Source: an optimization exercise on an open RTL-to-GDS flow (aim: small area, a short achievable clock period and few clock cycles per item). Production flows keep margins and buffers that such runs may drop.
Where RTL was checked, it was by simulation tests only, not by an equivalence proof against the original.
For run 1, only the layout was checked, not whether the RTL still works.

==> flow/design.v, too long to show whole: its modules and the start of the top module <==
// module pe_diag: 496 lines
// module cov_fa: 4 lines
// module cov_fx: 6 lines
// module cov_fm: 6 lines
// module cov_mux2: 3 lines
// module cov_xor2: 3 lines
// module cov_maj3: 3 lines
// module cov_ha: 4 lines
// module cov_g0: 3 lines
// module cov_g1: 3 lines
// module cov_g2: 3 lines
// module cov_g3: 3 lines
// module cov_g4: 3 lines
// module cov_g5: 3 lines
// module pe_offdiag: 561 lines
// module cov_cpa: 264 lines
// module Calu_Covariance_Top: 187 lines
// module cov_add_nn: 146 lines
// module cov_add_pn: 163 lines
module Calu_Covariance_Top #(
    parameter N           = 4,
    parameter DATA_WIDTH  = 16,
    parameter ACC_WIDTH   = 32,
    parameter SAMPLES_NUM = 128,
    parameter DONE_WAIT_CYCLES = 10
)(
    input  wire                       iclk,
    input  wire                       irst_n,
    input  wire                       istart,
    input  wire                       idata_valid,
    input  wire [N*DATA_WIDTH-1:0]    idata_i,
    input  wire [N*DATA_WIDTH-1:0]    idata_q,
    output wire [N*ACC_WIDTH-1:0]           oresult_diag,
    output wire [(N*(N-1)/2)*ACC_WIDTH-1:0] oresult_upper_q,
    output wire [(N*(N-1)/2)*ACC_WIDTH-1:0] oresult_upper_i,
    output wire                       oresult_valid,
    output wire                       ocalu_done
);
  // ...
==> flow/flow/run.sh <==
#!/bin/bash
# Own layout flow: the standard layout (standard.sh, unchanged synthesis,
# floorplan, power grid, placement, CTS and routing), run with extra make
# settings on the command line:
#   SETUP_SLACK_MARGIN   timing repair aims for this much setup slack
#   BUFFER_PORTS_ARGS    port buffers are buf_4 cells, not delay buffers
#   MATCH_CELL_FOOTPRINT repair may swap a cell for any cell of the same function
#   MAX_REPAIR_ANTENNAS_ITER_* more antenna-repair rounds after routing
# The clock period and constraints are the standard flow's (constraint.sdc).
# make's full output goes to flow_make.log in this folder; ORFS's per-step
# logs stay under orfs/logs/.
set -euo pipefail
EXTRA="SETUP_SLACK_MARGIN=${FLOW_SETUP_MARGIN:-5.5} 'BUFFER_PORTS_ARGS=-buffer_cell sky130_fd_sc_hd__buf_4' MATCH_CELL_FOOTPRINT=0 MAX_REPAIR_ANTENNAS_ITER_DRT=20 MAX_REPAIR_ANTENNAS_ITER_GRT=20"
sed "s|CLKGATE_MAP_FILE= |CLKGATE_MAP_FILE= ${EXTRA} |" standard.sh > flow_standard.sh
grep -q "SETUP_SLACK_MARGIN=" flow_standard.sh
bash flow_standard.sh > flow_make.log 2>&1
test -s out/final.def
==> flow/standard.sh <==
#!/bin/bash
# synth_recipe.tcl (not shown) runs the flow's synth.tcl, then flattens the netlist and writes it again
# the make line also repeats each setting of config.mk as NAME=value (left out here)
make -C /OpenROAD-flow-scripts/flow DESIGN_CONFIG=/design/flow/config.mk WORK_HOME=/design/flow/orfs CLKGATE_MAP_FILE= SYNTH_SCRIPT=/design/flow/synth_recipe.tcl "${@:-finish}"
==> flow/config.mk <==
export PLATFORM = sky130hd
export DESIGN_NAME = Calu_Covariance_Top
export DESIGN_NICKNAME = Calu_Covariance_Top
export VERILOG_FILES = /design/flow/design.v
export SDC_FILE = /design/flow/constraint.sdc
export NUM_CORES = 8
export LEC_CHECK = 0
export CAP_MARGIN = 20
export CORE_MARGIN = 2
export CORE_UTILIZATION = 60
export CTS_CLUSTER_DIAMETER = 120
export CTS_CLUSTER_SIZE = 20
export PLACE_DENSITY = 0.68
export SLEW_MARGIN = 20
export SYNTH_HIERARCHICAL = 1
==> flow/constraint.sdc <==
create_clock -name core_clock -period 9.0 [get_ports {iclk}]
set_input_delay 1.8000 -clock core_clock [delete_from_list [all_inputs] [get_ports {iclk}]]
set_output_delay 1.8000 -clock core_clock [all_outputs]
set_load 0.01 [all_outputs]
==> impl_metrics.csv, run 1 <==
group,metric,value,unit
sta,clock_skew,87.1,ps
drt,drc_errors,0,
sta,fin_crit,3560,ps
layout,multi_input_area_share,67.1,%
die,taps,4816,
die,design.core.area,365000,µm²
logic_synthesis,synth-compound-area-share,7.45,%
die,row_count,222,
sta,final.setup.worst_slack,5440,ps
outcome,status,"complete, no violations",
sta,worst_slew_pin_slew,1270,ps
logic_synthesis,synth_top_family_by_area,"adder cells",
layout,final_cell_mix,"3,375 x fa_1, 3,239 x nor2_1, 2,647 x xor2_1",
place,placed_area,223000,µm²
global_route,grt_pass1_wl,1040000,µm
global_route,grt_use_total,39.0,%
global_route,met3_usage,16.2,%
sta,slew_headroom,15.2,%
logic_synthesis,synth_edf_count,0,
clock_network,clock_path_buffers,4,
hold_path,holdPathStages,1,
setup_path,timing.rr.start,"u_d1.dm[25]",
logic_synthesis,synth_common_cells,"3,400 x fa_1, 3,303 x nor2_1, 2,754 x xor2_1",
layout,seq_area,50800,µm²
global_route,met2_usage,53.4,%
setup_path,worst_setup_path_end_kind,"register",
drt,antenna_left,0,
sta,hold_viol,0,
setup_path,cp_slowest_cell,"dfxtp_2",
global_route,grt_pass1_vias,152351,
logic_synthesis,ys_types,51,
drt,firstDrtPassIters,8,
setup_path,required,9780,ps
setup_path,r2r_slack,5440,ps
logic_synthesis,avgSynthCellArea,10.9,µm²
clock_network,clk_latency,960,ps
setup_path,critPathMaxStageDelay,1050,ps
==> module pe_diag, before the edit <==
module pe_diag (
    input clk,
    input rst_n,
    input clr_pre,
    input [15:0] qin,
    input [15:0] iin,
    input dm_pre,
    output reg [32:0] dm,
    output reg [32:0] acc
);
    reg clr;
    always @(posedge clk or negedge rst_n) begin
        if (!rst_n) begin
            clr <= 1'b0;
        end else begin
            clr <= clr_pre;
        end
    end
    reg [15:0] xqn, xin;
    always @(posedge clk) begin xqn <= ~qin; xin <= ~iin; end
    wire ts1, tc1;
    wire ts2, tc2;
    wire ts3, tc3;
    wire ts4, tc4;
    wire ts5, tc5;
    wire ts6, tc6;
    wire ts7, tc7;
    wire ts8, tc8;
    wire ts9, tc9;
    wire ts10, tc10;
    wire ts11, tc11;
    wire ts12, tc12;
    wire ts13, tc13;
    wire ts14, tc14;
    wire ts15, tc15;
    wire ts16, tc16;
    wire ts17, tc17;
    wire ts18, tc18;
    wire ts19, tc19;
    wire ts20, tc20;
    wire ts21, tc21;
    wire ts22, tc22;
    wire ts23, tc23;
    wire ts24, tc24;
    wire ts25, tc25;
    wire ts26, tc26;
    wire ts27, tc27;
    wire ts28, tc28;
    wire ts29, tc29;
    wire ts30, tc30;
    wire ts31, tc31;
    wire ts32, tc32;
    wire ts33, tc33;
    wire ts34, tc34;
    wire ts35, tc35;
    wire ts36, tc36;
    wire ts37, tc37;
    wire ts38, tc38;
    wire ts39, tc39;
    wire ts40, tc40;
    wire ts41, tc41;
    wire ts42, tc42;
    wire ts43, tc43;
    wire ts44, tc44;
    wire ts45, tc45;
    wire ts46, tc46;
    wire ts47, tc47;
    wire ts48, tc48;
    wire ts49, tc49;
    wire ts50, tc50;
    wire ts51, tc51;
    wire ts52, tc52;
    wire ts53, tc53;
    wire ts54, tc54;
    wire ts55, tc55;
    wire ts56, tc56;
    wire ts57, tc57;
    wire ts58, tc58;
    wire ts59, tc59;
    wire ts60, tc60;
    wire ts61, tc61;
    wire ts62, tc62;
    wire ts63, tc63;
    wire ts64, tc64;
    wire ts65, tc65;
    wire ts66, tc66;
    wire ts67, tc67;
    wire ts68, tc68;
    wire ts69, tc69;
    wire ts70, tc70;
    wire ts71, tc71;
    wire ts72, tc72;
    wire ts73, tc73;
    wire ts74, tc74;
    wire ts75, tc75;
    wire ts76, tc76;
    wire ts77, tc77;
    wire ts78, tc78;
    wire ts79, tc79;
    wire ts80, tc80;
    wire ts81, tc81;
    wire ts82, tc82;
    wire ts83, tc83;
    wire ts84, tc84;
    wire ts85, tc85;
    wire ts86, tc86;
    wire ts87, tc87;
    wire ts88, tc88;
    wire ts89, tc89;
    wire ts90, tc90;
    wire ts91, tc91;
    wire ts92, tc92;
    wire ts93, tc93;
    wire ts94, tc94;
    wire ts95, tc95;
    wire ts96, tc96;
    wire ts97, tc97;
    wire ts98, tc98;
    wire ts99, tc99;
    wire ts100, tc100;
    wire ts101, tc101;
    wire ts102, tc102;
    wire ts103, tc103;
    wire ts104, tc104;
    wire ts105, tc105;
    wire ts106, tc106;
    wire ts107, tc107;
    wire ts108, tc108;
    wire ts109, tc109;
    wire ts110, tc110;
    wire ts111, tc111;
    wire ts112, tc112;
    wire ts113, tc113;
    wire ts114, tc114;
    wire ts115, tc115;
    wire ts116, tc116;
    wire ts117, tc117;
    wire ts118, tc118;
    wire ts119, tc119;
    wire ts120, tc120;
    wire ts121, tc121;
    wire ts122, tc122;
    wire ts123, tc123;
    wire ts124, tc124;
    wire ts125, tc125;
    wire ts126, tc126;
    wire ts127, tc127;
    wire ts128, tc128;
    wire ts129, tc129;
    wire ts130, tc130;
    wire ts131, tc131;
    wire ts132, tc132;
    wire ts133, tc133;
    wire ts134, tc134;
    wire ts135, tc135;
    wire ts136, tc136;
    wire ts137, tc137;
    wire ts138, tc138;
    wire ts139, tc139;
    wire ts140, tc140;
    wire ts141, tc141;
    wire ts142, tc142;
    wire ts143, tc143;
    wire ts144, tc144;
    wire ts145, tc145;
    wire ts146, tc146;
    wire ts147, tc147;
    wire ts148, tc148;
    wire ts149, tc149;
    wire ts150, tc150;
    wire ts151, tc151;
    wire ts152, tc152;
    wire ts153, tc153;
    wire ts154, tc154;
    wire ts155, tc155;
    wire ts156, tc156;
    wire ts157, tc157;
    wire ts158, tc158;
    wire ts159, tc159;
    wire ts160, tc160;
    wire ts161, tc161;
    wire ts162, tc162;
    wire ts163, tc163;
    wire ts164, tc164;
    wire ts165, tc165;
    wire ts166, tc166;
    wire ts167, tc167;
    wire ts168, tc168;
    wire ts169, tc169;
    wire ts170, tc170;
    wire ts171, tc171;
    wire ts172, tc172;
    wire ts173, tc173;
    wire ts174, tc174;
    wire ts175, tc175;
    wire ts176, tc176;
    wire ts177, tc177;
    wire ts178, tc178;
    wire ts179, tc179;
    wire ts180, tc180;
    wire ts181, tc181;
    wire ts182, tc182;
    wire ts183, tc183;
    wire ts184, tc184;
    wire ts185, tc185;
    wire ts186, tc186;
    wire ts187, tc187;
    wire ts188, tc188;
    wire ts189, tc189;
    wire ts190, tc190;
    wire ts191, tc191;
    wire ts192, tc192;
    wire ts193, tc193;
    wire ts194, tc194;
    wire ts195, tc195;
    wire ts196, tc196;
    wire ts197, tc197;
    wire ts198, tc198;
    wire ts199, tc199;
    wire ts200, tc200;
    wire ts201, tc201;
    wire ts202, tc202;
    wire ts203, tc203;
    wire ts204, tc204;
    wire ts205, tc205;
    wire ts206, tc206;
    wire ts207, tc207;
    wire ts208, tc208;
    wire ts209, tc209;
    wire ts210, tc210;
    wire ts211, tc211;
    wire ts212, tc212;
    wire ts213, tc213;
    wire ts214, tc214;
    wire ts215, tc215;
    wire ts216, tc216;
    wire ts217, tc217;
    wire ts218, tc218;
    wire ts219, tc219;
    wire ts220, tc220;
    wire ts221, tc221;
    wire ts222, tc222;
    wire ts223, tc223;
    wire ts224, tc224;
    wire ts225, tc225;
    wire ts226, tc226;
    wire ts227, tc227;
    wire ts228, tc228;
    wire ts229, tc229;
    wire ts230, tc230;
    cov_fa f1 (.a(~xqn[1]), .b(~xin[1]), .c(~(xqn[0] | xqn[1])), .s(ts1), .co(tc1));
    cov_ha h2 (.a(~(xqn[0] | xqn[2])), .b(~(xin[0] | xin[2])), .s(ts2), .co(tc2));
    cov_fa f3 (.a(~xqn[2]), .b(~xin[2]), .c(~(xqn[0] | xqn[3])), .s(ts3), .co(tc3));
    cov_fa f4 (.a(~(xqn[1] | xqn[2])), .b(~(xin[0] | xin[3])), .c(~(xin[1] | xin[2])), .s(ts4), .co(tc4));
    cov_ha h5 (.a(tc2), .b(ts3), .s(ts5), .co(tc5));
    cov_fa f6 (.a(~(xqn[0] | xqn[4])), .b(~(xqn[1] | xqn[3])), .c(~(xin[0] | xin[4])), .s(ts6), .co(tc6));
    cov_fa f7 (.a(~(xin[1] | xin[3])), .b(tc3), .c(tc4), .s(ts7), .co(tc7));
    cov_ha h8 (.a(ts6), .b(tc5), .s(ts8), .co(tc8));
    cov_fa f9 (.a(~xqn[3]), .b(~xin[3]), .c(~(xqn[0] | xqn[5])), .s(ts9), .co(tc9));
    cov_fa f10 (.a(~(xqn[1] | xqn[4])), .b(~(xqn[2] | xqn[3])), .c(~(xin[0] | xin[5])), .s(ts10), .co(tc10));
    cov_fa f11 (.a(~(xin[1] | xin[4])), .b(~(xin[2] | xin[3])), .c(tc6), .s(ts11), .co(tc11));
    cov_fa f12 (.a(ts9), .b(ts10), .c(ts11), .s(ts12), .co(tc12));
    cov_ha h13 (.a(tc7), .b(tc8), .s(ts13), .co(tc13));
    cov_fa f14 (.a(~(xqn[0] | xqn[6])), .b(~(xqn[1] | xqn[5])), .c(~(xqn[2] | xqn[4])), .s(ts14), .co(tc14));
    cov_fa f15 (.a(~(xin[0] | xin[6])), .b(~(xin[1] | xin[5])), .c(~(xin[2] | xin[4])), .s(ts15), .co(tc15));
    cov_fa f16 (.a(tc9), .b(tc10), .c(ts14), .s(ts16), .co(tc16));
    cov_fa f17 (.a(ts15), .b(tc11), .c(ts16), .s(ts17), .co(tc17));
    cov_ha h18 (.a(tc12), .b(tc13), .s(ts18), .co(tc18));
    cov_fa f19 (.a(~xqn[4]), .b(~xin[4]), .c(~(xqn[0] | xqn[7])), .s(ts19), .co(tc19));
    cov_fa f20 (.a(~(xqn[1] | xqn[6])), .b(~(xqn[2] | xqn[5])), .c(~(xqn[3] | xqn[4])), .s(ts20), .co(tc20));
    cov_fa f21 (.a(~(xin[0] | xin[7])), .b(~(xin[1] | xin[6])), .c(~(xin[2] | xin[5])), .s(ts21), .co(tc21));
    cov_fa f22 (.a(~(xin[3] | xin[4])), .b(tc14), .c(tc15), .s(ts22), .co(tc22));
    cov_fa f23 (.a(ts19), .b(ts20), .c(ts21), .s(ts23), .co(tc23));
    cov_fa f24 (.a(tc16), .b(ts22), .c(ts23), .s(ts24), .co(tc24));
    cov_ha h25 (.a(tc17), .b(tc18), .s(ts25), .co(tc25));
    cov_fa f26 (.a(~(xqn[0] | xqn[8])), .b(~(xqn[1] | xqn[7])), .c(~(xqn[2] | xqn[6])), .s(ts26), .co(tc26));
    cov_fa f27 (.a(~(xqn[3] | xqn[5])), .b(~(xin[0] | xin[8])), .c(~(xin[1] | xin[7])), .s(ts27), .co(tc27));
    cov_fa f28 (.a(~(xin[2] | xin[6])), .b(~(xin[3] | xin[5])), .c(tc19), .s(ts28), .co(tc28));
    cov_fa f29 (.a(tc20), .b(tc21), .c(ts26), .s(ts29), .co(tc29));
    cov_fa f30 (.a(ts27), .b(ts28), .c(tc22), .s(ts30), .co(tc30));
    cov_fa f31 (.a(tc23), .b(ts29), .c(ts30), .s(ts31), .co(tc31));
    cov_ha h32 (.a(tc24), .b(ts31), .s(ts32), .co(tc32));
    cov_fx f33 (.a(~xqn[5]), .b(~xin[5]), .c(~(xqn[0] | xqn[9])), .s(ts33), .co(tc33));
    cov_fa f34 (.a(~(xqn[1] | xqn[8])), .b(~(xqn[2] | xqn[7])), .c(~(xqn[3] | xqn[6])), .s(ts34), .co(tc34));
    cov_fa f35 (.a(~(xqn[4] | xqn[5])), .b(~(xin[0] | xin[9])), .c(~(xin[1] | xin[8])), .s(ts35), .co(tc35));
    cov_fa f36 (.a(~(xin[2] | xin[7])), .b(~(xin[3] | xin[6])), .c(~(xin[4] | xin[5])), .s(ts36), .co(tc36));
    cov_fa f37 (.a(tc26), .b(tc27), .c(ts33), .s(ts37), .co(tc37));
    cov_fa f38 (.a(ts34), .b(ts35), .c(ts36), .s(ts38), .co(tc38));
    cov_fa f39 (.a(tc28), .b(tc29), .c(ts37), .s(ts39), .co(tc39));
    cov_fa f40 (.a(ts38), .b(tc30), .c(ts39), .s(ts40), .co(tc40));
    cov_ha h41 (.a(tc31), .b(tc32), .s(ts41), .co(tc41));
    cov_fa f42 (.a(~(xqn[0] | xqn[10])), .b(~(xqn[1] | xqn[9])), .c(~(xqn[2] | xqn[8])), .s(ts42), .co(tc42));
    cov_fa f43 (.a(~(xqn[3] | xqn[7])), .b(~(xqn[4] | xqn[6])), .c(~(xin[0] | xin[10])), .s(ts43), .co(tc43));
    cov_fa f44 (.a(~(xin[1] | xin[9])), .b(~(xin[2] | xin[8])), .c(~(xin[3] | xin[7])), .s(ts44), .co(tc44));
    cov_fa f45 (.a(~(xin[4] | xin[6])), .b(tc33), .c(tc34), .s(ts45), .co(tc45));
    cov_fa f46 (.a(tc35), .b(tc36), .c(ts42), .s(ts46), .co(tc46));
    cov_fa f47 (.a(ts43), .b(ts44), .c(tc37), .s(ts47), .co(tc47));
    cov_fa f48 (.a(tc38), .b(ts45), .c(ts46), .s(ts48), .co(tc48));
    cov_fa f49 (.a(ts47), .b(tc39), .c(ts48), .s(ts49), .co(tc49));
    cov_ha h50 (.a(tc40), .b(ts49), .s(ts50), .co(tc50));
    cov_fx f51 (.a(~xqn[6]), .b(~xin[6]), .c(~(xqn[0] | xqn[11])), .s(ts51), .co(tc51));
    cov_fx f52 (.a(~(xqn[1] | xqn[10])), .b(~(xqn[2] | xqn[9])), .c(~(xqn[3] | xqn[8])), .s(ts52), .co(tc52));
    cov_fx f53 (.a(~(xqn[4] | xqn[7])), .b(~(xqn[5] | xqn[6])), .c(~(xin[0] | xin[11])), .s(ts53), .co(tc53));
    cov_fx f54 (.a(~(xin[1] | xin[10])), .b(~(xin[2] | xin[9])), .c(~(xin[3] | xin[8])), .s(ts54), .co(tc54));
    cov_fa f55 (.a(~(xin[4] | xin[7])), .b(~(xin[5] | xin[6])), .c(tc42), .s(ts55), .co(tc55));
    cov_fa f56 (.a(tc43), .b(tc44), .c(ts51), .s(ts56), .co(tc56));
    cov_fa f57 (.a(ts52), .b(ts53), .c(ts54), .s(ts57), .co(tc57));
    cov_fa f58 (.a(ts55), .b(tc45), .c(tc46), .s(ts58), .co(tc58));
    cov_fa f59 (.a(ts56), .b(ts57), .c(tc47), .s(ts59), .co(tc59));
    cov_fa f60 (.a(tc48), .b(ts58), .c(ts59), .s(ts60), .co(tc60));
    cov_ha h61 (.a(tc49), .b(ts60), .s(ts61), .co(tc61));
    cov_fa f62 (.a(~(xqn[0] | xqn[12])), .b(~(xqn[1] | xqn[11])), .c(~(xqn[2] | xqn[10])), .s(ts62), .co(tc62));
    cov_fa f63 (.a(~(xqn[3] | xqn[9])), .b(~(xqn[4] | xqn[8])), .c(~(xqn[5] | xqn[7])), .s(ts63), .co(tc63));
    cov_fa f64 (.a(~(xin[0] | xin[12])), .b(~(xin[1] | xin[11])), .c(~(xin[2] | xin[10])), .s(ts64), .co(tc64));
    cov_fa f65 (.a(~(xin[3] | xin[9])), .b(~(xin[4] | xin[8])), .c(~(xin[5] | xin[7])), .s(ts65), .co(tc65));
    cov_fa f66 (.a(tc51), .b(tc52), .c(tc53), .s(ts66), .co(tc66));
    cov_fa f67 (.a(tc54), .b(ts62), .c(ts63), .s(ts67), .co(tc67));
    cov_fm f68 (.a(ts64), .b(ts65), .c(tc55), .s(ts68), .co(tc68));
    cov_fa f69 (.a(tc56), .b(tc57), .c(ts66), .s(ts69), .co(tc69));
    cov_fm f70 (.a(ts67), .b(ts68), .c(tc58), .s(ts70), .co(tc70));
    cov_fa f71 (.a(ts69), .b(tc59), .c(ts70), .s(ts71), .co(tc71));
    cov_ha h72 (.a(tc60), .b(ts71), .s(ts72), .co(tc72));
    cov_fx f73 (.a(~xqn[7]), .b(~xin[7]), .c(~(xqn[0] | xqn[13])), .s(ts73), .co(tc73));
    cov_fx f74 (.a(~(xqn[1] | xqn[12])), .b(~(xqn[2] | xqn[11])), .c(~(xqn[3] | xqn[10])), .s(ts74), .co(tc74));
    cov_fx f75 (.a(~(xqn[4] | xqn[9])), .b(~(xqn[5] | xqn[8])), .c(~(xqn[6] | xqn[7])), .s(ts75), .co(tc75));
    cov_fa f76 (.a(~(xin[0] | xin[13])), .b(~(xin[1] | xin[12])), .c(~(xin[2] | xin[11])), .s(ts76), .co(tc76));
    cov_fa f77 (.a(~(xin[3] | xin[10])), .b(~(xin[4] | xin[9])), .c(~(xin[5] | xin[8])), .s(ts77), .co(tc77));
    cov_fa f78 (.a(~(xin[6] | xin[7])), .b(tc62), .c(tc63), .s(ts78), .co(tc78));
    cov_fa f79 (.a(tc64), .b(tc65), .c(ts73), .s(ts79), .co(tc79));
    cov_fx f80 (.a(ts74), .b(ts75), .c(ts76), .s(ts80), .co(tc80));
    cov_fx f81 (.a(ts77), .b(tc66), .c(tc67), .s(ts81), .co(tc81));
    cov_fa f82 (.a(ts78), .b(ts79), .c(ts80), .s(ts82), .co(tc82));
    cov_fa f83 (.a(tc68), .b(tc69), .c(ts81), .s(ts83), .co(tc83));
    cov_fa f84 (.a(ts82), .b(tc70), .c(ts83), .s(ts84), .co(tc84));
    cov_ha h85 (.a(tc71), .b(ts84), .s(ts85), .co(tc85));
    cov_fa f86 (.a(~xqn[8]), .b(~xqn[15]), .c(~xqn[8]), .s(ts86), .co(tc86));
    cov_fa f87 (.a(~xqn[15]), .b(~(xqn[0] | xqn[14])), .c(~(xqn[1] | xqn[13])), .s(ts87), .co(tc87));
    cov_fa f88 (.a(~(xqn[2] | xqn[12])), .b(~(xqn[3] | xqn[11])), .c(~(xqn[4] | xqn[10])), .s(ts88), .co(tc88));
    cov_fa f89 (.a(~(xqn[5] | xqn[9])), .b(~(xqn[6] | xqn[8])), .c(~(xin[0] | xin[14])), .s(ts89), .co(tc89));
    cov_fa f90 (.a(~(xin[1] | xin[13])), .b(~(xin[2] | xin[12])), .c(~(xin[3] | xin[11])), .s(ts90), .co(tc90));
    cov_fa f91 (.a(~(xin[4] | xin[10])), .b(~(xin[5] | xin[9])), .c(~(xin[6] | xin[8])), .s(ts91), .co(tc91));
    cov_fa f92 (.a(tc73), .b(tc74), .c(tc75), .s(ts92), .co(tc92));
    cov_fa f93 (.a(tc76), .b(tc77), .c(ts86), .s(ts93), .co(tc93));
    cov_fa f94 (.a(ts87), .b(ts88), .c(ts89), .s(ts94), .co(tc94));
    cov_fm f95 (.a(ts90), .b(ts91), .c(tc78), .s(ts95), .co(tc95));
    cov_fx f96 (.a(tc79), .b(tc80), .c(ts92), .s(ts96), .co(tc96));
    cov_fa f97 (.a(ts93), .b(ts94), .c(ts95), .s(ts97), .co(tc97));
    cov_fx f98 (.a(tc81), .b(ts96), .c(tc82), .s(ts98), .co(tc98));
    cov_fa f99 (.a(ts97), .b(tc83), .c(ts98), .s(ts99), .co(tc99));
    cov_ha h100 (.a(tc84), .b(ts99), .s(ts100), .co(tc100));
    cov_fa f101 (.a(~xin[8]), .b(~xin[15]), .c(~(xqn[1] | xqn[14])), .s(ts101), .co(tc101));
    cov_fa f102 (.a(~(xqn[2] | xqn[13])), .b(~(xqn[3] | xqn[12])), .c(~(xqn[4] | xqn[11])), .s(ts102), .co(tc102));
    cov_fa f103 (.a(~(xqn[5] | xqn[10])), .b(~(xqn[6] | xqn[9])), .c(~(xqn[7] | xqn[8])), .s(ts103), .co(tc103));
    cov_fa f104 (.a(~(xin[1] | xin[14])), .b(~(xin[2] | xin[13])), .c(~(xin[3] | xin[12])), .s(ts104), .co(tc104));
    cov_fa f105 (.a(~(xin[4] | xin[11])), .b(~(xin[5] | xin[10])), .c(~(xin[6] | xin[9])), .s(ts105), .co(tc105));
    cov_fa f106 (.a(~(xin[7] | xin[8])), .b((xqn[0] & ~xqn[15])), .c((xin[0] & ~xin[15])), .s(ts106), .co(tc106));
    cov_fa f107 (.a(tc86), .b(tc87), .c(tc88), .s(ts107), .co(tc107));
    cov_fa f108 (.a(tc89), .b(tc90), .c(tc91), .s(ts108), .co(tc108));
    cov_fa f109 (.a(ts101), .b(ts102), .c(ts103), .s(ts109), .co(tc109));
    cov_fa f110 (.a(ts104), .b(ts105), .c(ts106), .s(ts110), .co(tc110));
    cov_fx f111 (.a(tc92), .b(tc93), .c(tc94), .s(ts111), .co(tc111));
    cov_fx f112 (.a(ts107), .b(ts108), .c(ts109), .s(ts112), .co(tc112));
    cov_fa f113 (.a(ts110), .b(tc95), .c(tc96), .s(ts113), .co(tc113));
    cov_fx f114 (.a(ts111), .b(ts112), .c(tc97), .s(ts114), .co(tc114));
    cov_fx f115 (.a(ts113), .b(tc98), .c(ts114), .s(ts115), .co(tc115));
    cov_ha h116 (.a(tc99), .b(ts115), .s(ts116), .co(tc116));
    cov_fx f117 (.a(~(xqn[2] | xqn[14])), .b(~(xqn[3] | xqn[13])), .c(~(xqn[4] | xqn[12])), .s(ts117), .co(tc117));
    cov_fx f118 (.a(~(xqn[5] | xqn[11])), .b(~(xqn[6] | xqn[10])), .c(~(xqn[7] | xqn[9])), .s(ts118), .co(tc118));
    cov_fa f119 (.a(~(xin[2] | xin[14])), .b(~(xin[3] | xin[13])), .c(~(xin[4] | xin[12])), .s(ts119), .co(tc119));
    cov_fa f120 (.a(~(xin[5] | xin[11])), .b(~(xin[6] | xin[10])), .c(~(xin[7] | xin[9])), .s(ts120), .co(tc120));
    cov_fm f121 (.a((xqn[1] & ~xqn[15])), .b((xin[1] & ~xin[15])), .c(tc101), .s(ts121), .co(tc121));
    cov_fa f122 (.a(tc102), .b(tc103), .c(tc104), .s(ts122), .co(tc122));
    cov_fa f123 (.a(tc105), .b(tc106), .c(ts117), .s(ts123), .co(tc123));
    cov_fx f124 (.a(ts118), .b(ts119), .c(ts120), .s(ts124), .co(tc124));
    cov_fa f125 (.a(ts121), .b(tc107), .c(tc108), .s(ts125), .co(tc125));
    cov_fa f126 (.a(tc109), .b(ts122), .c(tc110), .s(ts126), .co(tc126));
    cov_fm f127 (.a(ts123), .b(ts124), .c(tc111), .s(ts127), .co(tc127));
    cov_fx f128 (.a(ts125), .b(ts126), .c(tc112), .s(ts128), .co(tc128));
    cov_fm f129 (.a(ts127), .b(tc113), .c(ts128), .s(ts129), .co(tc129));
    cov_fx f130 (.a(tc114), .b(ts129), .c(tc115), .s(ts130), .co(tc130));
    cov_fa f131 (.a(~xqn[9]), .b(~xin[9]), .c(~(xqn[3] | xqn[14])), .s(ts131), .co(tc131));
    cov_fa f132 (.a(~(xqn[4] | xqn[13])), .b(~(xqn[5] | xqn[12])), .c(~(xqn[6] | xqn[11])), .s(ts132), .co(tc132));
    cov_fa f133 (.a(~(xqn[7] | xqn[10])), .b(~(xqn[8] | xqn[9])), .c(~(xin[3] | xin[14])), .s(ts133), .co(tc133));
    cov_fa f134 (.a(~(xin[4] | xin[13])), .b(~(xin[5] | xin[12])), .c(~(xin[6] | xin[11])), .s(ts134), .co(tc134));
    cov_fa f135 (.a(~(xin[7] | xin[10])), .b(~(xin[8] | xin[9])), .c((xqn[2] & ~xqn[15])), .s(ts135), .co(tc135));
    cov_fa f136 (.a((xin[2] & ~xin[15])), .b(tc117), .c(tc118), .s(ts136), .co(tc136));
    cov_fa f137 (.a(tc119), .b(tc120), .c(ts131), .s(ts137), .co(tc137));
    cov_fa f138 (.a(ts132), .b(ts133), .c(ts134), .s(ts138), .co(tc138));
    cov_fm f139 (.a(ts135), .b(tc121), .c(tc122), .s(ts139), .co(tc139));
    cov_fa f140 (.a(tc123), .b(tc124), .c(ts136), .s(ts140), .co(tc140));
    cov_fa f141 (.a(ts137), .b(ts138), .c(ts139), .s(ts141), .co(tc141));
    cov_fa f142 (.a(tc125), .b(tc126), .c(ts140), .s(ts142), .co(tc142));
    cov_fm f143 (.a(ts141), .b(tc127), .c(tc128), .s(ts143), .co(tc143));
    cov_fm f144 (.a(ts142), .b(ts143), .c(tc129), .s(ts144), .co(tc144));
    cov_fx f145 (.a(~(xqn[4] | xqn[14])), .b(~(xqn[5] | xqn[13])), .c(~(xqn[6] | xqn[12])), .s(ts145), .co(tc145));
    cov_fa f146 (.a(~(xqn[7] | xqn[11])), .b(~(xqn[8] | xqn[10])), .c(~(xin[4] | xin[14])), .s(ts146), .co(tc146));
    cov_fa f147 (.a(~(xin[5] | xin[13])), .b(~(xin[6] | xin[12])), .c(~(xin[7] | xin[11])), .s(ts147), .co(tc147));
    cov_fa f148 (.a(~(xin[8] | xin[10])), .b((xqn[3] & ~xqn[15])), .c((xin[3] & ~xin[15])), .s(ts148), .co(tc148));
    cov_fa f149 (.a(tc131), .b(tc132), .c(tc133), .s(ts149), .co(tc149));
    cov_fa f150 (.a(tc134), .b(tc135), .c(ts145), .s(ts150), .co(tc150));
    cov_fa f151 (.a(ts146), .b(ts147), .c(ts148), .s(ts151), .co(tc151));
    cov_fa f152 (.a(tc136), .b(tc137), .c(tc138), .s(ts152), .co(tc152));
    cov_fa f153 (.a(ts149), .b(ts150), .c(ts151), .s(ts153), .co(tc153));
    cov_fa f154 (.a(tc139), .b(tc140), .c(ts152), .s(ts154), .co(tc154));
    cov_fm f155 (.a(ts153), .b(tc141), .c(tc142), .s(ts155), .co(tc155));
    cov_fx f156 (.a(ts154), .b(ts155), .c(tc143), .s(ts156), .co(tc156));
    cov_fa f157 (.a(~xqn[10]), .b(~xin[10]), .c(~(xqn[5] | xqn[14])), .s(ts157), .co(tc157));
    cov_fa f158 (.a(~(xqn[6] | xqn[13])), .b(~(xqn[7] | xqn[12])), .c(~(xqn[8] | xqn[11])), .s(ts158), .co(tc158));
    cov_fa f159 (.a(~(xqn[9] | xqn[10])), .b(~(xin[5] | xin[14])), .c(~(xin[6] | xin[13])), .s(ts159), .co(tc159));
    cov_fa f160 (.a(~(xin[7] | xin[12])), .b(~(xin[8] | xin[11])), .c(~(xin[9] | xin[10])), .s(ts160), .co(tc160));
    cov_fm f161 (.a((xqn[4] & ~xqn[15])), .b((xin[4] & ~xin[15])), .c(tc145), .s(ts161), .co(tc161));
    cov_fa f162 (.a(tc146), .b(tc147), .c(ts157), .s(ts162), .co(tc162));
    cov_fa f163 (.a(tc148), .b(ts158), .c(ts159), .s(ts163), .co(tc163));
    cov_fm f164 (.a(ts160), .b(ts161), .c(tc149), .s(ts164), .co(tc164));
    cov_fa f165 (.a(tc150), .b(ts162), .c(tc151), .s(ts165), .co(tc165));
    cov_fa f166 (.a(ts163), .b(ts164), .c(tc152), .s(ts166), .co(tc166));
    cov_fm f167 (.a(ts165), .b(tc153), .c(ts166), .s(ts167), .co(tc167));
    cov_fa f168 (.a(tc154), .b(ts167), .c(tc155), .s(ts168), .co(tc168));
    cov_fa f169 (.a(~(xqn[6] | xqn[14])), .b(~(xqn[7] | xqn[13])), .c(~(xqn[8] | xqn[12])), .s(ts169), .co(tc169));
    cov_fa f170 (.a(~(xqn[9] | xqn[11])), .b(~(xin[6] | xin[14])), .c(~(xin[7] | xin[13])), .s(ts170), .co(tc170));
    cov_fa f171 (.a(~(xin[8] | xin[12])), .b(~(xin[9] | xin[11])), .c((xqn[5] & ~xqn[15])), .s(ts171), .co(tc171));
    cov_fa f172 (.a((xin[5] & ~xin[15])), .b(tc157), .c(tc158), .s(ts172), .co(tc172));
    cov_fa f173 (.a(tc159), .b(tc160), .c(ts169), .s(ts173), .co(tc173));
    cov_fa f174 (.a(ts170), .b(ts171), .c(tc161), .s(ts174), .co(tc174));
    cov_fa f175 (.a(tc162), .b(tc163), .c(ts172), .s(ts175), .co(tc175));
    cov_fa f176 (.a(ts173), .b(ts174), .c(tc164), .s(ts176), .co(tc176));
    cov_fa f177 (.a(tc165), .b(ts175), .c(ts176), .s(ts177), .co(tc177));
    cov_fx f178 (.a(tc166), .b(ts177), .c(tc167), .s(ts178), .co(tc178));
    cov_fa f179 (.a(~xqn[11]), .b(~xin[11]), .c(~(xqn[7] | xqn[14])), .s(ts179), .co(tc179));
    cov_fa f180 (.a(~(xqn[8] | xqn[13])), .b(~(xqn[9] | xqn[12])), .c(~(xqn[10] | xqn[11])), .s(ts180), .co(tc180));
    cov_fa f181 (.a(~(xin[7] | xin[14])), .b(~(xin[8] | xin[13])), .c(~(xin[9] | xin[12])), .s(ts181), .co(tc181));
    cov_fa f182 (.a(~(xin[10] | xin[11])), .b((xqn[6] & ~xqn[15])), .c((xin[6] & ~xin[15])), .s(ts182), .co(tc182));
    cov_fa f183 (.a(tc169), .b(tc170), .c(ts179), .s(ts183), .co(tc183));
    cov_fa f184 (.a(tc171), .b(ts180), .c(ts181), .s(ts184), .co(tc184));
    cov_fa f185 (.a(ts182), .b(tc172), .c(tc173), .s(ts185), .co(tc185));
    cov_fa f186 (.a(ts183), .b(ts184), .c(tc174), .s(ts186), .co(tc186));
    cov_fa f187 (.a(tc175), .b(ts185), .c(ts186), .s(ts187), .co(tc187));
    cov_fa f188 (.a(tc176), .b(ts187), .c(tc177), .s(ts188), .co(tc188));
    cov_fa f189 (.a(~(xqn[8] | xqn[14])), .b(~(xqn[9] | xqn[13])), .c(~(xqn[10] | xqn[12])), .s(ts189), .co(tc189));
    cov_fa f190 (.a(~(xin[8] | xin[14])), .b(~(xin[9] | xin[13])), .c(~(xin[10] | xin[12])), .s(ts190), .co(tc190));
    cov_fa f191 (.a((xqn[7] & ~xqn[15])), .b((xin[7] & ~xin[15])), .c(tc179), .s(ts191), .co(tc191));
    cov_fa f192 (.a(tc180), .b(tc181), .c(tc182), .s(ts192), .co(tc192));
    cov_fa f193 (.a(ts189), .b(ts190), .c(ts191), .s(ts193), .co(tc193));
    cov_fa f194 (.a(tc183), .b(tc184), .c(ts192), .s(ts194), .co(tc194));
    cov_fa f195 (.a(ts193), .b(tc185), .c(ts194), .s(ts195), .co(tc195));
    cov_fa f196 (.a(tc186), .b(ts195), .c(tc187), .s(ts196), .co(tc196));
    cov_fa f197 (.a(~xqn[12]), .b(~xin[12]), .c(~(xqn[9] | xqn[14])), .s(ts197), .co(tc197));
    cov_fa f198 (.a(~(xqn[10] | xqn[13])), .b(~(xqn[11] | xqn[12])), .c(~(xin[9] | xin[14])), .s(ts198), .co(tc198));
    cov_fa f199 (.a(~(xin[10] | xin[13])), .b(~(xin[11] | xin[12])), .c((xqn[8] & ~xqn[15])), .s(ts199), .co(tc199));
    cov_fa f200 (.a((xin[8] & ~xin[15])), .b(tc189), .c(tc190), .s(ts200), .co(tc200));
    cov_fa f201 (.a(ts197), .b(ts198), .c(ts199), .s(ts201), .co(tc201));
    cov_fa f202 (.a(tc191), .b(tc192), .c(ts200), .s(ts202), .co(tc202));
    cov_fa f203 (.a(ts201), .b(tc193), .c(tc194), .s(ts203), .co(tc203));
    cov_fa f204 (.a(ts202), .b(ts203), .c(tc195), .s(ts204), .co(tc204));
    cov_fa f205 (.a(~(xqn[10] | xqn[14])), .b(~(xqn[11] | xqn[13])), .c(~(xin[10] | xin[14])), .s(ts205), .co(tc205));
    cov_fa f206 (.a(~(xin[11] | xin[13])), .b((xqn[9] & ~xqn[15])), .c((xin[9] & ~xin[15])), .s(ts206), .co(tc206));
    cov_fa f207 (.a(tc197), .b(tc198), .c(tc199), .s(ts207), .co(tc207));
    cov_fa f208 (.a(ts205), .b(ts206), .c(tc200), .s(ts208), .co(tc208));
    cov_fa f209 (.a(tc201), .b(ts207), .c(ts208), .s(ts209), .co(tc209));
    cov_fa f210 (.a(tc202), .b(ts209), .c(tc203), .s(ts210), .co(tc210));
    cov_fa f211 (.a(~xqn[13]), .b(~xin[13]), .c(~(xqn[11] | xqn[14])), .s(ts211), .co(tc211));
    cov_fa f212 (.a(~(xqn[12] | xqn[13])), .b(~(xin[11] | xin[14])), .c(~(xin[12] | xin[13])), .s(ts212), .co(tc212));
    cov_fa f213 (.a((xqn[10] & ~xqn[15])), .b((xin[10] & ~xin[15])), .c(tc205), .s(ts213), .co(tc213));
    cov_fa f214 (.a(ts211), .b(tc206), .c(ts212), .s(ts214), .co(tc214));
    cov_fa f215 (.a(ts213), .b(tc207), .c(ts214), .s(ts215), .co(tc215));
    cov_fa f216 (.a(tc208), .b(ts215), .c(tc209), .s(ts216), .co(tc216));
    cov_fa f217 (.a(~(xqn[12] | xqn[14])), .b(~(xin[12] | xin[14])), .c((xqn[11] & ~xqn[15])), .s(ts217), .co(tc217));
    cov_fa f218 (.a((xin[11] & ~xin[15])), .b(tc211), .c(tc212), .s(ts218), .co(tc218));
    cov_fa f219 (.a(ts217), .b(tc213), .c(tc214), .s(ts219), .co(tc219));
    cov_fa f220 (.a(ts218), .b(ts219), .c(tc215), .s(ts220), .co(tc220));
    cov_fa f221 (.a(~xqn[14]), .b(~xin[14]), .c(~(xqn[13] | xqn[14])), .s(ts221), .co(tc221));
    cov_fa f222 (.a(~(xin[13] | xin[14])), .b((xqn[12] & ~xqn[15])), .c((xin[12] & ~xin[15])), .s(ts222), .co(tc222));
    cov_fa f223 (.a(ts221), .b(tc217), .c(ts222), .s(ts223), .co(tc223));
    cov_fa f224 (.a(tc218), .b(ts223), .c(tc219), .s(ts224), .co(tc224));
    cov_fa f225 (.a((xqn[13] & ~xqn[15])), .b((xin[13] & ~xin[15])), .c(tc221), .s(ts225), .co(tc225));
    cov_fa f226 (.a(tc222), .b(ts225), .c(tc223), .s(ts226), .co(tc226));
    cov_fa f227 (.a(~xqn[15]), .b(~xin[15]), .c((xqn[14] & ~xqn[15])), .s(ts227), .co(tc227));
    cov_fa f228 (.a((xin[14] & ~xin[15])), .b(ts227), .c(tc225), .s(ts228), .co(tc228));
    cov_fa f229 (.a(~xqn[15]), .b(~xin[15]), .c(tc227), .s(ts229), .co(tc229));
    cov_ha h230 (.a(~xqn[15]), .b(~xin[15]), .s(ts230), .co(tc230));
    reg [32:0] ra, rb;
    always @(posedge clk) begin
        ra <= {tc229, tc228, tc226, tc224, tc220, tc216, tc210, tc204, tc196, tc188, tc178, tc168, tc156, tc144, tc130, tc116, tc100, tc85, tc72, tc61, tc50, tc41, ts40, tc25, ts24, ts17, ts12, ts7, ts4, tc1, ~(xin[0] | xin[1]), 1'b0, ~xqn[0]};
        rb <= {ts230, ts229, ts228, ts226, ts224, ts220, ts216, ts210, ts204, ts196, ts188, ts178, ts168, ts156, ts144, ts130, ts116, ts100, ts85, ts72, ts61, ts50, ts41, ts32, ts25, ts18, ts13, ts8, ts5, ts2, ts1, 1'b0, ~xin[0]};
    end
    wire [32:0] s2, c2;
    genvar j;
    generate for (j = 0; j < 33; j = j + 1) begin : g_csa
        cov_fa fs (.a(ra[j]), .b(rb[j]), .c(acc[j]), .s(s2[j]), .co(c2[j]));
    end endgenerate
    wire [32:0] sum;
    assign sum[0] = s2[0];
    cov_cpa u_cpa (.a(s2[32:1]), .b(c2[31:0]), .s(sum[32:1]));
    always @(posedge clk) acc <= sum & {33{~clr}};
    always @(posedge clk) dm <= ~sum & {33{dm_pre}};
endmodule
==> run 2, diff against run 1 <==
--- a/flow/design.v
+++ b/flow/design.v
@@ -281,5 +281,5 @@
     cov_fa f31 (.a(tc23), .b(ts29), .c(ts30), .s(ts31), .co(tc31));
     cov_ha h32 (.a(tc24), .b(ts31), .s(ts32), .co(tc32));
-    cov_fx f33 (.a(~xqn[5]), .b(~xin[5]), .c(~(xqn[0] | xqn[9])), .s(ts33), .co(tc33));
+    cov_fa f33 (.a(~xqn[5]), .b(~xin[5]), .c(~(xqn[0] | xqn[9])), .s(ts33), .co(tc33));
     cov_fa f34 (.a(~(xqn[1] | xqn[8])), .b(~(xqn[2] | xqn[7])), .c(~(xqn[3] | xqn[6])), .s(ts34), .co(tc34));
     cov_fa f35 (.a(~(xqn[4] | xqn[5])), .b(~(xin[0] | xin[9])), .c(~(xin[1] | xin[8])), .s(ts35), .co(tc35));
@@ -307,9 +307,9 @@
     cov_fa f57 (.a(ts52), .b(ts53), .c(ts54), .s(ts57), .co(tc57));
     cov_fa f58 (.a(ts55), .b(tc45), .c(tc46), .s(ts58), .co(tc58));
-    cov_fa f59 (.a(ts56), .b(ts57), .c(tc47), .s(ts59), .co(tc59));
+    cov_fm f59 (.a(ts56), .b(ts57), .c(tc47), .s(ts59), .co(tc59));
     cov_fa f60 (.a(tc48), .b(ts58), .c(ts59), .s(ts60), .co(tc60));
     cov_ha h61 (.a(tc49), .b(ts60), .s(ts61), .co(tc61));
-    cov_fa f62 (.a(~(xqn[0] | xqn[12])), .b(~(xqn[1] | xqn[11])), .c(~(xqn[2] | xqn[10])), .s(ts62), .co(tc62));
-    cov_fa f63 (.a(~(xqn[3] | xqn[9])), .b(~(xqn[4] | xqn[8])), .c(~(xqn[5] | xqn[7])), .s(ts63), .co(tc63));
+    cov_fx f62 (.a(~(xqn[0] | xqn[12])), .b(~(xqn[1] | xqn[11])), .c(~(xqn[2] | xqn[10])), .s(ts62), .co(tc62));
+    cov_fx f63 (.a(~(xqn[3] | xqn[9])), .b(~(xqn[4] | xqn[8])), .c(~(xqn[5] | xqn[7])), .s(ts63), .co(tc63));
     cov_fa f64 (.a(~(xin[0] | xin[12])), .b(~(xin[1] | xin[11])), .c(~(xin[2] | xin[10])), .s(ts64), .co(tc64));
     cov_fa f65 (.a(~(xin[3] | xin[9])), .b(~(xin[4] | xin[8])), .c(~(xin[5] | xin[7])), .s(ts65), .co(tc65));
@@ -317,5 +317,5 @@
     cov_fa f67 (.a(tc54), .b(ts62), .c(ts63), .s(ts67), .co(tc67));
     cov_fm f68 (.a(ts64), .b(ts65), .c(tc55), .s(ts68), .co(tc68));
-    cov_fa f69 (.a(tc56), .b(tc57), .c(ts66), .s(ts69), .co(tc69));
+    cov_fx f69 (.a(tc56), .b(tc57), .c(ts66), .s(ts69), .co(tc69));
     cov_fm f70 (.a(ts67), .b(ts68), .c(tc58), .s(ts70), .co(tc70));
     cov_fa f71 (.a(ts69), .b(tc59), .c(ts70), .s(ts71), .co(tc71));
@@ -324,23 +324,23 @@
     cov_fx f74 (.a(~(xqn[1] | xqn[12])), .b(~(xqn[2] | xqn[11])), .c(~(xqn[3] | xqn[10])), .s(ts74), .co(tc74));
     cov_fx f75 (.a(~(xqn[4] | xqn[9])), .b(~(xqn[5] | xqn[8])), .c(~(xqn[6] | xqn[7])), .s(ts75), .co(tc75));
-    cov_fa f76 (.a(~(xin[0] | xin[13])), .b(~(xin[1] | xin[12])), .c(~(xin[2] | xin[11])), .s(ts76), .co(tc76));
+    cov_fx f76 (.a(~(xin[0] | xin[13])), .b(~(xin[1] | xin[12])), .c(~(xin[2] | xin[11])), .s(ts76), .co(tc76));
     cov_fa f77 (.a(~(xin[3] | xin[10])), .b(~(xin[4] | xin[9])), .c(~(xin[5] | xin[8])), .s(ts77), .co(tc77));
-    cov_fa f78 (.a(~(xin[6] | xin[7])), .b(tc62), .c(tc63), .s(ts78), .co(tc78));
-    cov_fa f79 (.a(tc64), .b(tc65), .c(ts73), .s(ts79), .co(tc79));
+    cov_fx f78 (.a(~(xin[6] | xin[7])), .b(tc62), .c(tc63), .s(ts78), .co(tc78));
+    cov_fx f79 (.a(tc64), .b(tc65), .c(ts73), .s(ts79), .co(tc79));
     cov_fx f80 (.a(ts74), .b(ts75), .c(ts76), .s(ts80), .co(tc80));
     cov_fx f81 (.a(ts77), .b(tc66), .c(tc67), .s(ts81), .co(tc81));
     cov_fa f82 (.a(ts78), .b(ts79), .c(ts80), .s(ts82), .co(tc82));
-    cov_fa f83 (.a(tc68), .b(tc69), .c(ts81), .s(ts83), .co(tc83));
+    cov_fx f83 (.a(tc68), .b(tc69), .c(ts81), .s(ts83), .co(tc83));
     cov_fa f84 (.a(ts82), .b(tc70), .c(ts83), .s(ts84), .co(tc84));
     cov_ha h85 (.a(tc71), .b(ts84), .s(ts85), .co(tc85));
-    cov_fa f86 (.a(~xqn[8]), .b(~xqn[15]), .c(~xqn[8]), .s(ts86), .co(tc86));
-    cov_fa f87 (.a(~xqn[15]), .b(~(xqn[0] | xqn[14])), .c(~(xqn[1] | xqn[13])), .s(ts87), .co(tc87));
-    cov_fa f88 (.a(~(xqn[2] | xqn[12])), .b(~(xqn[3] | xqn[11])), .c(~(xqn[4] | xqn[10])), .s(ts88), .co(tc88));
-    cov_fa f89 (.a(~(xqn[5] | xqn[9])), .b(~(xqn[6] | xqn[8])), .c(~(xin[0] | xin[14])), .s(ts89), .co(tc89));
-    cov_fa f90 (.a(~(xin[1] | xin[13])), .b(~(xin[2] | xin[12])), .c(~(xin[3] | xin[11])), .s(ts90), .co(tc90));
+    cov_fx f86 (.a(~xqn[8]), .b(~xqn[15]), .c(~xqn[8]), .s(ts86), .co(tc86));
+    cov_fx f87 (.a(~xqn[15]), .b(~(xqn[0] | xqn[14])), .c(~(xqn[1] | xqn[13])), .s(ts87), .co(tc87));
+    cov_fx f88 (.a(~(xqn[2] | xqn[12])), .b(~(xqn[3] | xqn[11])), .c(~(xqn[4] | xqn[10])), .s(ts88), .co(tc88));
+    cov_fx f89 (.a(~(xqn[5] | xqn[9])), .b(~(xqn[6] | xqn[8])), .c(~(xin[0] | xin[14])), .s(ts89), .co(tc89));
+    cov_fx f90 (.a(~(xin[1] | xin[13])), .b(~(xin[2] | xin[12])), .c(~(xin[3] | xin[11])), .s(ts90), .co(tc90));
     cov_fa f91 (.a(~(xin[4] | xin[10])), .b(~(xin[5] | xin[9])), .c(~(xin[6] | xin[8])), .s(ts91), .co(tc91));
     cov_fa f92 (.a(tc73), .b(tc74), .c(tc75), .s(ts92), .co(tc92));
-    cov_fa f93 (.a(tc76), .b(tc77), .c(ts86), .s(ts93), .co(tc93));
-    cov_fa f94 (.a(ts87), .b(ts88), .c(ts89), .s(ts94), .co(tc94));
+    cov_fx f93 (.a(tc76), .b(tc77), .c(ts86), .s(ts93), .co(tc93));
+    cov_fx f94 (.a(ts87), .b(ts88), .c(ts89), .s(ts94), .co(tc94));
     cov_fm f95 (.a(ts90), .b(ts91), .c(tc78), .s(ts95), .co(tc95));
     cov_fx f96 (.a(tc79), .b(tc80), .c(ts92), .s(ts96), .co(tc96));
@@ -355,24 +355,24 @@
     cov_fa f105 (.a(~(xin[4] | xin[11])), .b(~(xin[5] | xin[10])), .c(~(xin[6] | xin[9])), .s(ts105), .co(tc105));
     cov_fa f106 (.a(~(xin[7] | xin[8])), .b((xqn[0] & ~xqn[15])), .c((xin[0] & ~xin[15])), .s(ts106), .co(tc106));
-    cov_fa f107 (.a(tc86), .b(tc87), .c(tc88), .s(ts107), .co(tc107));
-    cov_fa f108 (.a(tc89), .b(tc90), .c(tc91), .s(ts108), .co(tc108));
-    cov_fa f109 (.a(ts101), .b(ts102), .c(ts103), .s(ts109), .co(tc109));
+    cov_fx f107 (.a(tc86), .b(tc87), .c(tc88), .s(ts107), .co(tc107));
+    cov_fx f108 (.a(tc89), .b(tc90), .c(tc91), .s(ts108), .co(tc108));
+    cov_fx f109 (.a(ts101), .b(ts102), .c(ts103), .s(ts109), .co(tc109));
     cov_fa f110 (.a(ts104), .b(ts105), .c(ts106), .s(ts110), .co(tc110));
     cov_fx f111 (.a(tc92), .b(tc93), .c(tc94), .s(ts111), .co(tc111));
     cov_fx f112 (.a(ts107), .b(ts108), .c(ts109), .s(ts112), .co(tc112));
-    cov_fa f113 (.a(ts110), .b(tc95), .c(tc96), .s(ts113), .co(tc113));
+    cov_fm f113 (.a(ts110), .b(tc95), .c(tc96), .s(ts113), .co(tc113));
     cov_fx f114 (.a(ts111), .b(ts112), .c(tc97), .s(ts114), .co(tc114));
     cov_fx f115 (.a(ts113), .b(tc98), .c(ts114), .s(ts115), .co(tc115));
     cov_ha h116 (.a(tc99), .b(ts115), .s(ts116), .co(tc116));
-    cov_fx f117 (.a(~(xqn[2] | xqn[14])), .b(~(xqn[3] | xqn[13])), .c(~(xqn[4] | xqn[12])), .s(ts117), .co(tc117));
-    cov_fx f118 (.a(~(xqn[5] | xqn[11])), .b(~(xqn[6] | xqn[10])), .c(~(xqn[7] | xqn[9])), .s(ts118), .co(tc118));
+    cov_fa f117 (.a(~(xqn[2] | xqn[14])), .b(~(xqn[3] | xqn[13])), .c(~(xqn[4] | xqn[12])), .s(ts117), .co(tc117));
+    cov_fa f118 (.a(~(xqn[5] | xqn[11])), .b(~(xqn[6] | xqn[10])), .c(~(xqn[7] | xqn[9])), .s(ts118), .co(tc118));
     cov_fa f119 (.a(~(xin[2] | xin[14])), .b(~(xin[3] | xin[13])), .c(~(xin[4] | xin[12])), .s(ts119), .co(tc119));
     cov_fa f120 (.a(~(xin[5] | xin[11])), .b(~(xin[6] | xin[10])), .c(~(xin[7] | xin[9])), .s(ts120), .co(tc120));
     cov_fm f121 (.a((xqn[1] & ~xqn[15])), .b((xin[1] & ~xin[15])), .c(tc101), .s(ts121), .co(tc121));
-    cov_fa f122 (.a(tc102), .b(tc103), .c(tc104), .s(ts122), .co(tc122));
-    cov_fa f123 (.a(tc105), .b(tc106), .c(ts117), .s(ts123), .co(tc123));
+    cov_fx f122 (.a(tc102), .b(tc103), .c(tc104), .s(ts122), .co(tc122));
+    cov_fx f123 (.a(tc105), .b(tc106), .c(ts117), .s(ts123), .co(tc123));
     cov_fx f124 (.a(ts118), .b(ts119), .c(ts120), .s(ts124), .co(tc124));
     cov_fa f125 (.a(ts121), .b(tc107), .c(tc108), .s(ts125), .co(tc125));
-    cov_fa f126 (.a(tc109), .b(ts122), .c(tc110), .s(ts126), .co(tc126));
+    cov_fx f126 (.a(tc109), .b(ts122), .c(tc110), .s(ts126), .co(tc126));
     cov_fm f127 (.a(ts123), .b(ts124), .c(tc111), .s(ts127), .co(tc127));
     cov_fx f128 (.a(ts125), .b(ts126), .c(tc112), .s(ts128), .co(tc128));
@@ -388,7 +388,7 @@
     cov_fa f138 (.a(ts132), .b(ts133), .c(ts134), .s(ts138), .co(tc138));
     cov_fm f139 (.a(ts135), .b(tc121), .c(tc122), .s(ts139), .co(tc139));
-    cov_fa f140 (.a(tc123), .b(tc124), .c(ts136), .s(ts140), .co(tc140));
-    cov_fa f141 (.a(ts137), .b(ts138), .c(ts139), .s(ts141), .co(tc141));
-    cov_fa f142 (.a(tc125), .b(tc126), .c(ts140), .s(ts142), .co(tc142));
+    cov_fx f140 (.a(tc123), .b(tc124), .c(ts136), .s(ts140), .co(tc140));
+    cov_fm f141 (.a(ts137), .b(ts138), .c(ts139), .s(ts141), .co(tc141));
+    cov_fx f142 (.a(tc125), .b(tc126), .c(ts140), .s(ts142), .co(tc142));
     cov_fm f143 (.a(ts141), .b(tc127), .c(tc128), .s(ts143), .co(tc143));
     cov_fm f144 (.a(ts142), .b(ts143), .c(tc129), .s(ts144), .co(tc144));
@@ -404,5 +404,5 @@
     cov_fa f154 (.a(tc139), .b(tc140), .c(ts152), .s(ts154), .co(tc154));
     cov_fm f155 (.a(ts153), .b(tc141), .c(tc142), .s(ts155), .co(tc155));
-    cov_fx f156 (.a(ts154), .b(ts155), .c(tc143), .s(ts156), .co(tc156));
+    cov_fa f156 (.a(ts154), .b(ts155), .c(tc143), .s(ts156), .co(tc156));
     cov_fa f157 (.a(~xqn[10]), .b(~xin[10]), .c(~(xqn[5] | xqn[14])), .s(ts157), .co(tc157));
     cov_fa f158 (.a(~(xqn[6] | xqn[13])), .b(~(xqn[7] | xqn[12])), .c(~(xqn[8] | xqn[11])), .s(ts158), .co(tc158));
@@ -414,5 +414,5 @@
     cov_fm f164 (.a(ts160), .b(ts161), .c(tc149), .s(ts164), .co(tc164));
     cov_fa f165 (.a(tc150), .b(ts162), .c(tc151), .s(ts165), .co(tc165));
-    cov_fa f166 (.a(ts163), .b(ts164), .c(tc152), .s(ts166), .co(tc166));
+    cov_fm f166 (.a(ts163), .b(ts164), .c(tc152), .s(ts166), .co(tc166));
     cov_fm f167 (.a(ts165), .b(tc153), .c(ts166), .s(ts167), .co(tc167));
     cov_fa f168 (.a(tc154), .b(ts167), .c(tc155), .s(ts168), .co(tc168));
@@ -425,6 +425,6 @@
     cov_fa f175 (.a(tc162), .b(tc163), .c(ts172), .s(ts175), .co(tc175));
     cov_fa f176 (.a(ts173), .b(ts174), .c(tc164), .s(ts176), .co(tc176));
-    cov_fa f177 (.a(tc165), .b(ts175), .c(ts176), .s(ts177), .co(tc177));
-    cov_fx f178 (.a(tc166), .b(ts177), .c(tc167), .s(ts178), .co(tc178));
+    cov_fx f177 (.a(tc165), .b(ts175), .c(ts176), .s(ts177), .co(tc177));
+    cov_fa f178 (.a(tc166), .b(ts177), .c(tc167), .s(ts178), .co(tc178));
     cov_fa f179 (.a(~xqn[11]), .b(~xin[11]), .c(~(xqn[7] | xqn[14])), .s(ts179), .co(tc179));
     cov_fa f180 (.a(~(xqn[8] | xqn[13])), .b(~(xqn[9] | xqn[12])), .c(~(xqn[10] | xqn[11])), .s(ts180), .co(tc180));
@@ -435,6 +435,6 @@
     cov_fa f185 (.a(ts182), .b(tc172), .c(tc173), .s(ts185), .co(tc185));
     cov_fa f186 (.a(ts183), .b(ts184), .c(tc174), .s(ts186), .co(tc186));
-    cov_fa f187 (.a(tc175), .b(ts185), .c(ts186), .s(ts187), .co(tc187));
-    cov_fa f188 (.a(tc176), .b(ts187), .c(tc177), .s(ts188), .co(tc188));
+    cov_fx f187 (.a(tc175), .b(ts185), .c(ts186), .s(ts187), .co(tc187));
+    cov_fx f188 (.a(tc176), .b(ts187), .c(tc177), .s(ts188), .co(tc188));
     cov_fa f189 (.a(~(xqn[8] | xqn[14])), .b(~(xqn[9] | xqn[13])), .c(~(xqn[10] | xqn[12])), .s(ts189), .co(tc189));
     cov_fa f190 (.a(~(xin[8] | xin[14])), .b(~(xin[9] | xin[13])), .c(~(xin[10] | xin[12])), .s(ts190), .co(tc190));
--- a/flow/config.mk
+++ b/flow/config.mk
@@ -8,8 +8,8 @@
 export CAP_MARGIN = 20
 export CORE_MARGIN = 2
-export CORE_UTILIZATION = 60
+export CORE_UTILIZATION = 66
 export CTS_CLUSTER_DIAMETER = 120
 export CTS_CLUSTER_SIZE = 20
-export PLACE_DENSITY = 0.68
+export PLACE_DENSITY = 0.74
 export SLEW_MARGIN = 20
 export SYNTH_HIERARCHICAL = 1
==> impl_metrics.csv, run 2 <==
group,metric,value,unit
outcome,status,"complete, no violations",
logic_synthesis,avgSynthCellArea,10.8,µm²
layout,final_cell_mix,"3,296 x fa_1, 3,279 x nor2_1, 2,858 x xor2_1",
drt,wl_per_cell,28.4,µm
drt,firstDrtPassIters,11,
hold_path,hold_class,"reg -> reg",
setup_path,required,9760,ps
setup_path,critical_path_class,"reg -> reg",
logic_synthesis,synth_area_leader_cell,"fa_1",
die,io-pin-count,646,
logic_synthesis,synth-async-reset-ratio,1.94,%
die,row_count,212,
setup_path,cp_max_fo,27,
die,die_x,582,µm
clock_network,ctsHoldBuffers,0,
die,design.core.area,333000,µm²
sta,setup_viol,0,
layout,layout_commonest_cell,"fa_1",
global_route,globalRouteOverflowTotal,0,
setup_path,cp_common_cell,"fa_1",
global_route,grt_pass1_vias,155344,
sta,worst_slew_pin_slew,1410,ps
drt,vias_per_cell,6.13,
layout,layout-drive-gt1-share,16.4,%
drt,drc_errors,0,
layout,seq_area,50700,µm²
drt,drt_iter0_drc,16765,
setup_path,crit_arrival,4410,ps
logic_synthesis,yosys.area.top_type_share,30.0,%
drt,antenna_left,0,
setup_path,critPathMaxStageDelay,1110,ps
clock_network,clk_latency,970,ps
die,die_h,582,µm
setup_path,cp_num_buf_inv,0,
layout,area_growth,6.92,%
layout,reg_top3,"xi x64, xq x64",
setup_path,path_delay_family,"adder cells",
place,gp_congestion,1.03,
setup_path,worst_setup_path_end_kind,"register",
die,start_util,66.3,%
layout,multi_input_area,160000,µm²
logic_synthesis,synth_warnings,13,
place,dp.cells,24469,
logic_synthesis,synth_common_cells,"3,304 x fa_1, 3,303 x nor2_1, 2,946 x xor2_1",
drt,dr_total_vias,157395,
global_route,grt_antenna_before_repair,155,
clock_network,clock_path_buffers,4,
setup_path,startpoint_type,"register",
sta,clock_skew,68.7,ps
sta,slew_headroom,6.30,%
sta,rsz0062_at_grt,"true",
setup_path,cp_slowest_cell,"dfxtp_2",
sta,fin_crit_sh,40.5,%
clock_network,clockRootBuffer,"clkbuf_16",
logic_synthesis,syn-cell-area,221000,µm²
layout,final_cells,25676,
die,die_area,339000,µm²
clock_network,clkSinkCount,2419,
sta,hold_viol,0,
layout,nFillCells,24606,
clock_network,cts.clk_slew.worst_paths,90,ps
global_route,grt_max_degree,145,
logic_synthesis,ys_types,51,
logic_synthesis,syn_inst,20404,
setup_path,crit_chain,"o21bai_1 -> fa_1 -> fa_1 -> fa_1 -> fa_1",
logic_synthesis,synth_area_leaders,"fa_1 30%, dfxtp_1 22%, xor2_1 12%, nor2_1 5.6%, ha_1 5.0%",
logic_synthesis,yosysMostFrequentCell,"fa_1",
logic_synthesis,synth_edf_count,0,
job,maxCapViolCount,0,
clock_network,h-tree-depth,4,
clock_network,cts_tree,"built",
sta,setup_tns,0,ps
global_route,grt_use_total,42.3,%
logic_synthesis,seq_area_frac_synth,22.0,%
layout,fin_nets,25043,
sta,fmax,274,MHz
sta,fin_crit,3640,ps
global_route,grt_pass1_wl,1030000,µm
place,io_buffer_count,645,
logic_synthesis,ys_ff_latch,2419,
sta,slew_violations,0,
logic_synthesis,yosys_most_used_dff,"dfxtp_1",
clock_network,cts_buffers,149,
place,hpwl,510000,µm
drt,wl,730000,µm
run 2: kinds of logic (layout without fill, tap and decap cells):
| kind of cell | Yosys count | in the layout | share of synthesized area, % |
|---|---|---|---|
| xor gates and xnor gates | 3234 | 3234 | 12.8 |
| DFF | 2419 | 2419 | 22.0 |
| other | 4 | 525 | 0.00680 |
| AOI/OAI and AO/OA | 2187 | 2187 | 7.42 |
| buffers and inverters | 2029 | 2393 | 5.77 |
| and+or+nand+nor | 5314 | 5314 | 11.3 |
| adders and majority gates | 4964 | 4964 | 38.9 |
| muxes | 253 | 253 | 1.71 |
run 2: path summary, 6_finish.rpt:
path / start / to / slack [ps] / depth (start not counted)
worst max-delay path: u_d1.dm[25] / u_re4.rb[25] / 5360 / 5
worst min-delay path: u_im3.corr / u_im3.rb[1] / 470 / 1
worst max register to register: u_d1.dm[25] / u_re4.rb[25] / 5360 / 5
worst min register to register: u_im3.corr / u_im3.rb[1] / 470 / 1
max in group asynchronous: irst_n / u_re5.clr / 6890 / 2
min in group asynchronous: irst_n / u_im0.corr / 830 / 1
run 2: area by class of cell:
cell class,count,share of cell area [%]
Clock inverter,26,0.128
Antenna cell,517,0.548
Tap cell,4387,2.33
Timing Repair Buffer,1298,4.46
Clock buffer,174,1.66
Multi-Input combinational cell,15960,68.0
Sequential cell,2419,21.5
Inverter,895,1.43
run 2: worst register-to-register path, stage by stage (launching register included):
cell	delay, ps
dfxtp_2	1110
o21bai_1	320
fa_1	450
fa_1	580
fa_1	450
fa_1	540
run 2: per-layer routing:
layer / global-route usage, % / up-vias / routed length (µm) / part of all wire [%]
met1: 50.1 / 77862 / 251000 / 34
met3: 20.4 / 2967 / 112000 / 15
met5: 1.30 / - / 1430 / 0.20
li1: - / 65003 / - / -
met4: 34.7 / 61 / 66200 / 9.1
met2: 57.9 / 11502 / 300000 / 41
run 2: modules after synthesis, one instance, submodules excluded, excerpt:
| module | area [µm²] | copies in the design |
|---|---|---|
| cov_ha | 12.5 | 878 |
| cov_g4 | 3.75 | 288 |
| cov_g3 | 8.76 | 288 |
| cov_g0 | 7.51 | 1456 |
| cov_cpa | 7.51 | 16 |
| cov_g5 | 3.75 | 120 |
| cov_mux2 | 15.0 | 248 |
| cov_xor2 | 8.76 | 2048 |
| cov_fa | 20.0 | 3304 |
| cov_maj3 | 11.3 | 776 |
| pe_offdiag | 4320 | 12 |
| cov_add_pn | 7.51 | 6 |
| pe_diag | 5210 | 4 |
run 2: repair_timing:
item                                    in CTS  in global routing
buffers inserted                             7                482
hold endpoints to repair                     0                  0
gates resized for setup                    876                395
pin swaps                                    8                111
endpoints found under the setup margin     638                265
run 2: stage by stage:
stage               cell area, µm²  utilization [%]  setup WS [ps]  hold slack, ps
floorplan                   221000                -           5660             373
global placement            223000             67.0           5030             451
detailed placement          223000             67.0           5010             460
CTS                         229000             68.7           5430             476
global route                235000             70.6           5390             493
finish                      236000             70.9           5360             469
Testbench counts of run 2, summed over its fixed seeds: cycles 18,352, frames 128.

-- afterwards: timing with drivers on the ports --
The flow's constraints put no driver on any port. The routed layouts listed below were extracted and timed again, unchanged, in two steps.
Step 1 (the two cells are an assumption about what drives the block):
set clk [get_ports {iclk}]
set_driving_cell -lib_cell sky130_fd_sc_hd__clkbuf_16 $clk
set_driving_cell -lib_cell sky130_fd_sc_hd__buf_2 [delete_from_list [all_inputs] $clk]
Step 2 also shifts input and output timing later by t, the mid clock arrival at the registers, as if the neighbouring blocks saw the same clock.
a / b / c = ideal ports / drivers / drivers and shift; a / b = the first two.
run	t, ns	slack for setup (ns)	worst setup path after step 2	slew at the worst register clock pin (ns)
run 1	1.042	5.435 / 5.393 / 4.895	input to register	0.10 / 0.10
run 2	1.053	5.356 / 5.356 / 5.099	input to register	0.10 / 0.10
After both steps every run listed still meets setup and hold. For run 1, which loses most, drivers alone change the setup slack by -0.042 ns; drivers and shift together by -0.540 ns.
